What follows belongs to an exercise in optimizing a design on an open flow for small area; a production flow would make more cautious choices.
RTL that was checked went through simulation tests only; none was proved equivalent to the original.
Power and IR drop assume default switching activity.

==> job 5137 <==
Design rgb_to_ycbcr_444, start of the top module:
module rgb_to_ycbcr_444(
  input wire in_reset,
  input wire in_clock,
  input wire [7:0] in_r,
  input wire [7:0] in_g,
  input wire [7:0] in_b,
  output reg [7:0] out_y,
  output reg [7:0] out_cb,
  output reg [7:0] out_cr
  );
  always @(posedge in_clock)begin
    if(in_reset) begin
      out_y <= 0;
      out_cb <= 0;
      out_cr <= 0;
    end
    else begin
      out_y <= 16+(((in_r<<6)+(in_r<<1)+(in_g<<7)+in_g+(in_b<<4)+(in_b<<3)+in_b)>>8);
      out_cb <= 128 + ((-((in_r<<5)+(in_r<<2)+(in_r<<1))-((in_g<<6)+(in_g<<3)+(in_g<<1))+(in_b<<7)-(in_b<<4))>>8);
      out_cr <= 128 + (((in_r<<7)-(in_r<<4)-((in_g<<6)+(in_g<<5)-(in_g<<1))-((in_b<<4)+(in_b<<1)))>>8);
    end
  end
endmodule
Settings: LEC_CHECK=0, CAP_MARGIN=20, CORE_MARGIN=2, CORE_UTILIZATION=40, SLEW_MARGIN=20; clock period 6.0 ns.
run.sh (not shown) runs the stock make flow with config.mk's settings and CLKGATE_MAP_FILE= SYNTH_SCRIPT=/design/flow/synth_recipe.tcl, a recipe that flattens the netlist after the stock synthesis.
==> job 9754: changes against job 5137 <==
--- a/flow/config.mk
+++ b/flow/config.mk
@@ -8,4 +8,6 @@
 export CAP_MARGIN = 20
 export CORE_MARGIN = 2
-export CORE_UTILIZATION = 40
+export CORE_UTILIZATION = 60
+export CTS_BUF_LIST = sky130_fd_sc_hd__clkbuf_4 sky130_fd_sc_hd__clkbuf_8
+export GPL_TIMING_DRIVEN = 0
 export SLEW_MARGIN = 20
==> reports/qor.yml <==
critical_path.cell_chain: "clkdlybuf4s50_1 -> inv_1 -> fa_1 -> inv_1 -> fa_1 -> fa_1 -> fa_1 -> inv_1 -> ha_1 -> o21a_1 -> o21ai_1 -> a21o_1 -> o211ai_1 -> a31o_2 -> mux2_2"
pg_seq_uw: 252
arrival_ns: 6.03
power_switching_share_pct: 49.3
layout_min_cycle_time_ns: 5.84
buffers: 63
via_count: 4106
drt-met1-wl_um: 5420
grt_first_pass_wirelength_um: 20700
p_leak_nw: 3.27
dpl_cell_area_mm2: 0.00607
fin_util_pct: 71.8
status: "no timing/DRC/antenna violations"
dieArea_mm2: 0.00985
grt_usage_pct: 27.2
dr_wl_met3_um: 515
fillers: 689
-- figures above: job 9754

==> reports/qor.yml <==
dieArea_mm2: 0.0146
critical_path.cell_chain: "clkdlybuf4s50_1 -> ha_1 -> fa_1 -> a21oi_1 -> nor2_1 -> nor2_1 -> xnor2_1 -> fa_1 -> fa_1 -> fa_1 -> inv_1 -> ha_1 -> nor2_1 -> and2_0 -> or3b_4 -> a311oi_4 -> o31ai_2 -> mux2_4"
p_leak_nw: 3.48
status: "no timing/DRC/antenna violations"
dr_wl_met3_um: 629
fillers: 1285
grt_first_pass_wirelength_um: 22400
layout_min_cycle_time_ns: 5.77
arrival_ns: 5.93
drt-met1-wl_um: 5970
-- figures above: job 5137


==> job 4494: inputs <==
Another version of the RTL of rgb_to_ycbcr_444 (not shown whole).
clock: 6.0 ns
lec_check: 0
cap_margin: 20
core_margin: 2
core_utilization: 60
cts_buf_list: sky130_fd_sc_hd__clkbuf_4 sky130_fd_sc_hd__clkbuf_8
gpl_timing_driven: 0
slew_margin: 20
synth_hierarchical: 1
synth_minimum_keep_size: 0
standard.sh (not shown) runs the stock make flow with config.mk's settings and CLKGATE_MAP_FILE= SYNTH_SCRIPT=/design/flow/synth_recipe.tcl, a recipe that flattens the netlist after the stock synthesis.
==> flow/flow/run.sh <==
#!/bin/bash
export BUFFER_PORTS_ARGS="-buffer_cell sky130_fd_sc_hd__buf_1"
export CTS_ARGS="-sink_clustering_enable -repair_clock_nets -dont_use_dummy_load -buf_list {sky130_fd_sc_hd__clkbuf_4 sky130_fd_sc_hd__clkbuf_8}"
bash standard.sh > standard.log 2>&1
==> inputs of job 8712, as changes to job 4494 <==
--- a/flow/design.v
+++ b/flow/design.v
@@ -116,16 +116,16 @@
   wire n102 = 1'b0 & n100;
   wire n103 = n84;
   wire n104;
   xor_cell u_n104 (.a(n80), .b(n103), .y(n104));
   wire n105 = n93;
   wire n106;
-  xnor_cell u_n106 (.a(n89), .b(n105), .y(n106));
+  xor_cell u_n106 (.a(n89), .b(n105), .y(n106));
   wire n107 = n97;
   wire n108;
-  xnor_cell u_n108 (.a(n92), .b(n107), .y(n108));
+  xor_cell u_n108 (.a(n92), .b(n107), .y(n108));
   wire n109 = n99;
   wire n110;
   xor_cell u_n110 (.a(in_b[0]), .b(in_g[0]), .y(n110));
   wire n111 = ~in_b[0] & in_g[0];
   wire n112, n113;
   fa_cell u_n112 (.a(~in_b[1]), .b(in_g[1]), .c(n111), .s(n112), .co(n113));
@@ -384,28 +384,28 @@
   wire n331 = n319 & n315;
   wire n332 = n310;
   wire n333;
   xor_cell u_n333 (.a(n269), .b(n332), .y(n333));
   wire n334 = n312;
   wire n335;
-  xnor_cell u_n335 (.a(n236), .b(n334), .y(n335));
+  xor_cell u_n335 (.a(n236), .b(n334), .y(n335));
   wire n336 = n314;
   wire n337;
-  xnor_cell u_n337 (.a(n272), .b(n336), .y(n337));
+  xor_cell u_n337 (.a(n272), .b(n336), .y(n337));
   wire n338 = n320;
   wire n339;
   xor_cell u_n339 (.a(n275), .b(n338), .y(n339));
   wire n340 = n322;
   wire n341;
-  xnor_cell u_n341 (.a(n278), .b(n340), .y(n341));
+  xor_cell u_n341 (.a(n278), .b(n340), .y(n341));
   wire n342 = n324;
   wire n343;
   xor_cell u_n343 (.a(n281), .b(n342), .y(n343));
   wire n344 = n326;
   wire n345;
-  xnor_cell u_n345 (.a(n258), .b(n344), .y(n345));
+  xor_cell u_n345 (.a(n258), .b(n344), .y(n345));
   wire n346 = n328;
   wire n347;
   xor_cell u_n347 (.a(n260), .b(n346), .y(n347));
   wire n348;
   xor_cell u_n348 (.a(n159), .b(n110), .y(n348));
   wire n349 = n159 | n110;
@@ -547,37 +547,37 @@
   wire n475 = n459 | (n460 & n453);
   wire n476 = n460 & n454;
   wire n477 = n461 | (n462 & n453);
   wire n478 = n462 & n454;
   wire n479 = n453;
   wire n480;
-  xnor_cell u_n480 (.a(n405), .b(n479), .y(n480));
+  xor_cell u_n480 (.a(n405), .b(n479), .y(n480));
   wire n481 = n463;
   wire n482;
-  xnor_cell u_n482 (.a(n370), .b(n481), .y(n482));
+  xor_cell u_n482 (.a(n370), .b(n481), .y(n482));
   wire n483 = n465;
   wire n484;
-  xnor_cell u_n484 (.a(n408), .b(n483), .y(n484));
+  xor_cell u_n484 (.a(n408), .b(n483), .y(n484));
   wire n485 = n467;
   wire n486;
-  xnor_cell u_n486 (.a(n382), .b(n485), .y(n486));
+  xor_cell u_n486 (.a(n382), .b(n485), .y(n486));
   wire n487 = n469;
   wire n488;
   xor_cell u_n488 (.a(n411), .b(n487), .y(n488));
   wire n489 = n471;
   wire n490;
   xor_cell u_n490 (.a(n414), .b(n489), .y(n490));
   wire n491 = n473;
   wire n492;
   xor_cell u_n492 (.a(n392), .b(n491), .y(n492));
   wire n493 = n475;
   wire n494;
-  xnor_cell u_n494 (.a(n394), .b(n493), .y(n494));
-  wire [7:0] y_d = {n109, ~n108, ~n106, ~n104, n86, n70, n62, n54};
-  wire [7:0] cb_d = {~(n347), ~(n345), ~(n343), ~(n341), ~(n339), ~(n337), ~(n335), ~(n333)};
-  wire [7:0] cr_d = {~n494, ~n492, ~n490, ~n488, ~n486, ~n484, ~n482, ~n480};
+  xor_cell u_n494 (.a(n394), .b(n493), .y(n494));
+  wire [7:0] y_d = {n109, n108, n106, ~n104, n86, n70, n62, n54};
+  wire [7:0] cb_d = {~(n347), ~(~n345), ~(n343), ~(~n341), ~(n339), ~(~n337), ~(~n335), ~(n333)};
+  wire [7:0] cr_d = {n494, ~n492, ~n490, ~n488, n486, n484, n482, n480};
   always @(posedge in_clock) begin
     if (in_reset) begin
       out_y <= 8'd0;
       out_cb <= 8'd0;
       out_cr <= 8'd0;
     end else begin
@@ -592,12 +592,9 @@
   assign co = (a & b) | (a & c) | (b & c);
 endmodule
 module ha_cell(input wire a, input wire b, output wire s, output wire co);
   assign s = a ^ b;
   assign co = a & b;
 endmodule
-module xnor_cell(input wire a, input wire b, output wire y);
-  assign y = ~(a ^ b);
-endmodule
 module xor_cell(input wire a, input wire b, output wire y);
   assign y = a ^ b;
 endmodule
==> run notes <==
Status - complete, no violations
Post-Synth XOR/XNOR Area - 17.1%
Post-route cell area - 0.00424 mm^2
First-pass GRT wire length - 12.5 mm
Most frequent cells in the layout - 68 x fa_1, 60 x xor2_1, 43 x buf_1
Layout Cells excl Fill - 469
DIE AREA - 0.00653 mm^2
the above is filed under job 8712

==> run notes <==
Status - complete, no violations
Most frequent cells in the layout - 69 x fa_1, 51 x xor2_1, 46 x buf_1
First-pass GRT wire length - 12.0 mm
Post-route cell area - 0.00411 mm^2
Layout Cells excl Fill - 462
Post-Synth XOR/XNOR Area - 17.2%
Syn. warnings - 7
DIE AREA - 0.00648 mm^2
Min Tclk post-route - 5810 ps
the above is filed under job 4494

Function was not checked in any run of this note: the RTL went through the layout flow alone.

==> job 3696: inputs <==
rgb_to_ycbcr_444, a different RTL version from the one above (not shown whole).
==> flow/config.mk <==
export PLATFORM = sky130hd
export DESIGN_NAME = rgb_to_ycbcr_444
export DESIGN_NICKNAME = rgb_to_ycbcr_444
export VERILOG_FILES = /design/flow/design.v
export SDC_FILE = /design/flow/constraint.sdc
export NUM_CORES = 4
export LEC_CHECK = 0
export CAP_MARGIN = 20
export CORE_MARGIN = 2
export CORE_UTILIZATION = 60
export CTS_BUF_LIST = sky130_fd_sc_hd__clkbuf_4 sky130_fd_sc_hd__clkbuf_8
export GPL_TIMING_DRIVEN = 0
export SLEW_MARGIN = 20
export SYNTH_HIERARCHICAL = 1
export SYNTH_MINIMUM_KEEP_SIZE = 0
export TNS_END_PERCENT = 0
==> flow/constraint.sdc <==
create_clock -name core_clock -period 6.0 [get_ports {in_clock}]
set_input_delay 1.2000 -clock core_clock [delete_from_list [all_inputs] [get_ports {in_clock}]]
set_output_delay 1.2000 -clock core_clock [all_outputs]
set_load 0.01 [all_outputs]
Scripts as last shown in full above: flow/flow/run.sh
==> job 3695: changes against job 3696 <==
--- a/flow/design.v
+++ b/flow/design.v
@@ -117,14 +117,14 @@
   wire n103 = n84;
   wire n104;
   xor_cell u_n104 (.a(n80), .b(n103), .y(n104));
   wire n105 = n93;
   wire n106;
-  xnor_cell u_n106 (.a(n89), .b(n105), .y(n106));
+  xor_cell u_n106 (.a(n89), .b(n105), .y(n106));
   wire n107 = n97;
   wire n108;
-  xnor_cell u_n108 (.a(n92), .b(n107), .y(n108));
+  xor_cell u_n108 (.a(n92), .b(n107), .y(n108));
   wire n109 = n99;
   wire n110;
   xor_cell u_n110 (.a(in_b[0]), .b(in_g[0]), .y(n110));
   wire n111 = ~in_b[0] & in_g[0];
   wire n112, n113;
@@ -389,32 +389,32 @@
   wire n335 = n317 & n325;
   wire n336 = n326 | (n327 & n324);
   wire n337 = n327 & n325;
   wire n338 = n318;
   wire n339;
-  xnor_cell u_n339 (.a(n281), .b(n338), .y(n339));
+  xor_cell u_n339 (.a(n281), .b(n338), .y(n339));
   wire n340 = n320;
   wire n341;
-  xnor_cell u_n341 (.a(n246), .b(n340), .y(n341));
+  xor_cell u_n341 (.a(n246), .b(n340), .y(n341));
   wire n342 = n322;
   wire n343;
-  xnor_cell u_n343 (.a(n284), .b(n342), .y(n343));
+  xor_cell u_n343 (.a(n284), .b(n342), .y(n343));
   wire n344 = n324;
   wire n345;
   xor_cell u_n345 (.a(n287), .b(n344), .y(n345));
   wire n346 = n328;
   wire n347;
-  xnor_cell u_n347 (.a(n290), .b(n346), .y(n347));
+  xor_cell u_n347 (.a(n290), .b(n346), .y(n347));
   wire n348 = n330;
   wire n349;
   xor_cell u_n349 (.a(n293), .b(n348), .y(n349));
   wire n350 = n332;
   wire n351;
   xor_cell u_n351 (.a(n266), .b(n350), .y(n351));
   wire n352 = n334;
   wire n353;
-  xnor_cell u_n353 (.a(n268), .b(n352), .y(n353));
+  xor_cell u_n353 (.a(n268), .b(n352), .y(n353));
   wire n354;
   xor_cell u_n354 (.a(n159), .b(n110), .y(n354));
   wire n355 = n159 | n110;
   wire n356;
   xor_cell u_n356 (.a(n355), .b(n161), .y(n356));
@@ -555,20 +555,20 @@
   wire n482 = n466 & n460;
   wire n483 = n467 | (n468 & n459);
   wire n484 = n468 & n460;
   wire n485 = n459;
   wire n486;
-  xnor_cell u_n486 (.a(n411), .b(n485), .y(n486));
+  xor_cell u_n486 (.a(n411), .b(n485), .y(n486));
   wire n487 = n469;
   wire n488;
-  xnor_cell u_n488 (.a(n376), .b(n487), .y(n488));
+  xor_cell u_n488 (.a(n376), .b(n487), .y(n488));
   wire n489 = n471;
   wire n490;
-  xnor_cell u_n490 (.a(n414), .b(n489), .y(n490));
+  xor_cell u_n490 (.a(n414), .b(n489), .y(n490));
   wire n491 = n473;
   wire n492;
-  xnor_cell u_n492 (.a(n388), .b(n491), .y(n492));
+  xor_cell u_n492 (.a(n388), .b(n491), .y(n492));
   wire n493 = n475;
   wire n494;
   xor_cell u_n494 (.a(n417), .b(n493), .y(n494));
   wire n495 = n477;
   wire n496;
@@ -576,14 +576,14 @@
   wire n497 = n479;
   wire n498;
   xor_cell u_n498 (.a(n398), .b(n497), .y(n498));
   wire n499 = n481;
   wire n500;
-  xnor_cell u_n500 (.a(n400), .b(n499), .y(n500));
-  wire [7:0] y_d = {n109, ~n108, ~n106, ~n104, n86, n70, n62, n54};
-  wire [7:0] cb_d = {~n353, ~n351, ~n349, ~n347, ~n345, ~n343, ~n341, ~n339};
-  wire [7:0] cr_d = {~n500, ~n498, ~n496, ~n494, ~n492, ~n490, ~n488, ~n486};
+  xor_cell u_n500 (.a(n400), .b(n499), .y(n500));
+  wire [7:0] y_d = {n109, n108, n106, ~n104, n86, n70, n62, n54};
+  wire [7:0] cb_d = {n353, ~n351, ~n349, n347, ~n345, n343, n341, n339};
+  wire [7:0] cr_d = {n500, ~n498, ~n496, ~n494, n492, n490, n488, n486};
   always @(posedge in_clock) begin
     if (in_reset) begin
       out_y <= 8'd0;
       out_cb <= 8'd0;
       out_cr <= 8'd0;
@@ -600,11 +600,8 @@
 endmodule
 module ha_cell(input wire a, input wire b, output wire s, output wire co);
   assign s = a ^ b;
   assign co = a & b;
 endmodule
-module xnor_cell(input wire a, input wire b, output wire y);
-  assign y = ~(a ^ b);
-endmodule
 module xor_cell(input wire a, input wire b, output wire y);
   assign y = a ^ b;
 endmodule
==> flow/flow/run.sh (replaced) <==
#!/bin/bash
export BUFFER_PORTS_ARGS="-buffer_cell sky130_fd_sc_hd__buf_1"
bash standard.sh > standard.log 2>&1
- TNS_END_PERCENT: 0 -> default
==> job 7163: changes against job 3696 <==
- TNS_END_PERCENT: 0 -> default
==> notes <==
Of job 3696 and job 3695, job 3696 has the higher via count (gap about 0.25%, measured against job 3695). Against job 3696, the wire length of job 3695 is larger by about 5.6%. Hold slack is the same in job 3696 and job 7163. In area after synthesis, job 7163 and job 3696 do not differ. In cell count, job 7163 and job 3696 do not differ. Of job 3695 and job 7163, job 3695 has the higher non-clock buffer count (gap 4). In combinational power, job 3696 and job 7163 hardly differ.
No functional check of the RTL was part of any run of this note.

==> inputs of run R <==
rgb_to_ycbcr_444, a different RTL version from the one above (not shown whole).
clock: 6.0 ns
lec_check: 0
cap_margin: 20
core_margin: 2
core_utilization: 60
cts_buf_list: sky130_fd_sc_hd__clkbuf_4 sky130_fd_sc_hd__clkbuf_8
gpl_timing_driven: 0
slew_margin: 20
synth_hierarchical: 1
synth_minimum_keep_size: 0
==> flow/flow/run.sh <==
#!/bin/bash
export BUFFER_PORTS_ARGS="-buffer_cell sky130_fd_sc_hd__buf_1"
export CTS_ARGS="-sink_clustering_enable -repair_clock_nets -dont_use_dummy_load -buf_list {sky130_fd_sc_hd__clkbuf_4 sky130_fd_sc_hd__clkbuf_8}"
bash standard.sh > standard.log 2>&1
==> inputs of run D, as changes to run R <==
==> flow/flow/run.sh (replaced) <==
#!/bin/bash
export BUFFER_PORTS_ARGS="-buffer_cell sky130_fd_sc_hd__buf_1"
export CTS_ARGS="-sink_clustering_enable -repair_clock_nets -dont_use_dummy_load -buf_list {sky130_fd_sc_hd__clkbuf_4 sky130_fd_sc_hd__clkbuf_8}"
export RECOVER_POWER=100
bash standard.sh > standard.log 2>&1
==> comparison <==
In core utilization, run R and run D hardly differ. Combinational power is about the same in run D and run R. Clock-buffer cell count is the same in run D and run R. In global-route usage, run D and run R do not differ. Of run D and run R, run R has the higher first-iteration DRC count (gap 2.0%, measured against run R). Clock power is about the same in run R and run D.

==> what the ideal ports hide <==
How much do the figures lean on ideal ports? The routed layouts below were timed once more, with nothing changed but the port constraints.
Step 1 assumes that a clkbuf_16 drives the clock port and a buf_2 every other input.
Step 2, shift: input delay + t, output delay - t, t = (earliest + latest rising clock arrival at the registers) / 2. This alone moves slack from input paths to output paths.
a / b / c = no drivers / after step 1 / after step 2; a / b = the first two.
run	shift t [ns]	setup WS [ns]	hold slack, ns	worst setup path after step 2	latest minus earliest clock arrival (ns)
job 5137	0.303	0.231 / 0.242 / -0.061	1.726 / 1.712 / 1.960	input to register	0.004 / 0.004
job 9754	0.313	0.160 / 0.164 / -0.149	1.596 / 1.586 / 1.899	input to register	0.004 / 0.004
job 4494	0.308	0.188 / 0.201 / -0.108	1.283 / 1.273 / 1.582	input to register	0.013 / 0.013
job 8712	0.289	0.064 / 0.066 / -0.223	1.260 / 1.254 / 1.543	input to register	0.010 / 0.010
job 3696	0.292	0.231 / 0.240 / -0.053	1.249 / 1.240 / 1.532	input to register	0.026 / 0.025
job 3695	0.288	0.243 / 0.248 / -0.040	1.237 / 1.234 / 1.522	input to register	0.002 / 0.002
job 7163	0.292	0.231 / 0.240 / -0.053	1.249 / 1.240 / 1.532	input to register	0.026 / 0.025
run R	0.304	0.152 / 0.165 / -0.139	1.215 / 1.201 / 1.505	input to register	0.017 / 0.016
run D	0.304	0.152 / 0.165 / -0.139	1.215 / 1.201 / 1.505	input to register	0.017 / 0.016
Met with ideal ports but missed after step 2: setup timing in every run listed. The setup slack of job 9754, which loses most, moves by +0.004 ns with the drivers and by -0.309 ns with both steps.
